What follows belongs to an exercise in optimizing a design on an open flow for small area; a production flow would make more cautious choices.
Only simulation tests tie the RTL to the original design; equivalence was not proved.
Power is estimated from default activity; no workload was simulated.

run 1:
Design ntt_bf2x2_top, start of the top module:
module ntt_bf2x2_top (
    input  wire         clk,
    input  wire         reset_n,
    input  wire         zeroize,
    input  wire [2:0]   mode,
    input  wire         enable,
    input  wire [183:0] uvw_i,
    input  wire [275:0] pw_uvw_i,
    input  wire         accumulate,
    output wire [91:0]  uv_o,
    output wire [91:0]  pwo_uv_o,
    output wire         ready_o
);
Size in the first run: ~11000 cells after synthesis, ~650 I/O pins, roughly 0.13 mm2 of cells after synthesis.
clock: 11.0 ns
lec_check: 0
cap_margin: 30
core_margin: 2
core_utilization: 60
cts_cluster_diameter: 100
cts_cluster_size: 25
place_density: 0.75
slew_margin: 30
synth_hierarchical: 1
standard.sh (not shown) runs the stock make flow with config.mk's settings and CLKGATE_MAP_FILE= SYNTH_SCRIPT=/design/flow/synth_recipe.tcl, a recipe that flattens the netlist after the stock synthesis.
==> flow/flow/run.sh <==
#!/bin/bash
set -euo pipefail
export BUFFER_PORTS_ARGS="-buffer_cell sky130_fd_sc_hd__buf_1"
export CTS_ARGS="-sink_clustering_enable -repair_clock_nets -sink_clustering_size 25 -sink_clustering_max_diameter 100 -dont_use_dummy_load"
# make's own output; each ORFS step also writes its full log under orfs/logs/
bash standard.sh > standard_make.log 2>&1
Run 1 ended with every stage complete and zero timing, DRC or antenna violations.
The following lists how run 2 was set up differently from run 1:
Settings: PLACE_DENSITY now 0.85, was 0.75; CORE_UTILIZATION now 70, was 60; CTS_CLUSTER_SIZE now 16, was 25; CTS_CLUSTER_DIAMETER now 80, was 100.
--- a/flow/flow/run.sh
+++ b/flow/flow/run.sh
@@ -1,0 +2,7 @@
+# The standard layout (the standard.sh, standard synthesis included), with
+# two changes:
+#  - the input and output ports are buffered with the smallest buffer cell
+#    instead of the default delay-buffer cell (timing repair later resizes any
+#    port buffer that needs more drive);
+#  - clock tree synthesis clusters at most 16 registers within 80 um per
+#    clkbuf_8 leaf buffer and inserts no dummy loads.
@@ -4 +11 @@
-export CTS_ARGS="-sink_clustering_enable -repair_clock_nets -sink_clustering_size 25 -sink_clustering_max_diameter 100 -dont_use_dummy_load"
+export CTS_ARGS="-sink_clustering_enable -repair_clock_nets -sink_clustering_size 16 -sink_clustering_max_diameter 80 -dont_use_dummy_load -buf_list sky130_fd_sc_hd__clkbuf_8"
### Flow results
NOTE combinational power run 1->run 2 increased by a few percent. From run 1 to run 2 the numbers moved as follows: area inside the core boundary moved down, pre-CTS worst setup slack saw little to no change, power attributed to the clock group down 10%, share of total power consumed by net switching higher, clock latency of the later-clocked register in the worst-skew pair moved up. Comparing run 2 and run 1, the lower first-iteration DRC count was measured on run 1. Between run 2 and run 1, the aggregate routed wire length is lower for run 2.
Relative to run 2, the following input files were edited for run 3:
Settings: CORE_UTILIZATION now 60, was 70; PLACE_DENSITY now 0.75, was 0.85.
Results
- Changes observed in run 3 relative to run 2: power share of the combinational group has decreased; final area went up about 0.6%; die height rose 7.9%; horizontal die dimension saw an increase.
- Relative to run 2, the minimum clock period of run 3 is lower by 0.048 ns.
- Run 2 → run 3: clock buffer count from CTS picked up an extra 4.4%; count of clock-buffer cells in the layout picked up an extra 7.
- [compare] base=run 2 new=run 3: global-route usage dropped 5.9 points, number of H-tree branching levels barely changed.

ntt_bf2x2_top, a different RTL version from the one above (not shown whole).
Settings: LEC_CHECK=0, CAP_MARGIN=30, CORE_MARGIN=2, CORE_UTILIZATION=50, CTS_CLUSTER_DIAMETER=100, CTS_CLUSTER_SIZE=25, PLACE_DENSITY=0.65, SLEW_MARGIN=30, SYNTH_HIERARCHICAL=1; clock period 11.0 ns.
run.sh (not shown) runs the stock make flow with config.mk's settings and CLKGATE_MAP_FILE= SYNTH_SCRIPT=/design/flow/synth_recipe.tcl, a recipe that flattens the netlist after the stock synthesis.
Stock flow here: none of the scripts above is used.
Change:
Settings changed: CORE_UTILIZATION 50 to 35, CTS_CLUSTER_DIAMETER 100 to default, CTS_CLUSTER_SIZE 25 to default, PLACE_DENSITY 0.65 to 0.5.
=> Via count fell by 2.3%; final cell count rose by 12%; global-route usage fell by 8.1 points; worst setup slack gets better by 0.10 ns; die area rose by 43%; routed wire length rose by 7.0%; design area rose by 4.6%.
Change:
Settings changed: CTS_BUF_LIST from default to sky130_fd_sc_hd__clkbuf_4 sky130_fd_sc_hd__clkbuf_8.
The changed run ran to the end with no violations.
Die area stays the same.
Cell area is about the same.
Power goes down by 0.55%.
Global-route usage is about the same.
Change:
==> flow/flow/run.sh (new file) <==
#!/bin/bash
# The standard layout (the standard.sh, standard synthesis included), with
# one change: the input and output ports are buffered with the smallest
# buffer cell instead of the default delay-buffer cell. Timing repair later
# resizes any port buffer that needs more drive.
set -euo pipefail
export BUFFER_PORTS_ARGS="-buffer_cell sky130_fd_sc_hd__buf_1"
# make's own output; each ORFS step also writes its full log under orfs/logs/
bash standard.sh > standard_make.log 2>&1
==> flow/standard.sh (new file) <==
#!/bin/bash
# synth_recipe.tcl (not shown) runs the flow's synth.tcl, then flattens the netlist and writes it again
# the make line also repeats each setting of config.mk as NAME=value (left out here)
make -C /OpenROAD-flow-scripts/flow DESIGN_CONFIG=/design/flow/config.mk WORK_HOME=/design/flow/orfs CLKGATE_MAP_FILE= SYNTH_SCRIPT=/design/flow/synth_recipe.tcl "${@:-finish}"
Settings changed: CORE_UTILIZATION 35 to 60, CTS_BUF_LIST sky130_fd_sc_hd__clkbuf_4 sky130_fd_sc_hd__clkbuf_8 to default, CTS_CLUSTER_DIAMETER from default to 100, CTS_CLUSTER_SIZE from default to 25, PLACE_DENSITY 0.5 to 0.75.
removed: flow/run.sh
=> Via count increases by 2.4%; utilization is higher by 23 points; power drops by 10%.

## port drivers added, routing unchanged
The results above use ideal ports. As a check the final layouts listed here were re-extracted and re-timed, cells and wires unchanged. Step 1 (the two cells are an assumption about what drives the block):
set clk [get_ports {clk}]
set_driving_cell -lib_cell sky130_fd_sc_hd__clkbuf_16 $clk
set_driving_cell -lib_cell sky130_fd_sc_hd__buf_2 [delete_from_list [all_inputs] $clk]
Step 2 also shifts input and output timing later by t, the mid clock arrival at the registers, as if the neighbouring blocks saw the same clock. Slacks: no drivers / after step 1 / after step 2; pairs: no drivers / after step 1.
| run | t (ns) | slack for setup (ns) | slew at the worst register clock pin (ns) |
|---|---|---|---|
| run 1 | 0.875 | 1.141 / 1.141 / 1.141 | 0.11 / 0.11 |
| run 2 | 1.018 | 1.170 / 1.170 / 1.170 | 0.12 / 0.12 |
| run 3 | 1.033 | 1.218 / 1.218 / 1.218 | 0.11 / 0.11 |
| the first run of note 2 | 1.012 | 0.999 / 0.999 / 0.999 | 0.11 / 0.11 |
| the second run of note 2 | 1.046 | 1.100 / 1.100 / 1.100 | 0.08 / 0.08 |
| the third run of note 2 | 1.171 | 1.122 / 1.122 / 1.122 | 0.08 / 0.08 |
| the fourth run of note 2 | 0.920 | 0.857 / 0.857 / 0.857 | 0.11 / 0.11 |
After both steps setup and hold are still met in every run listed.
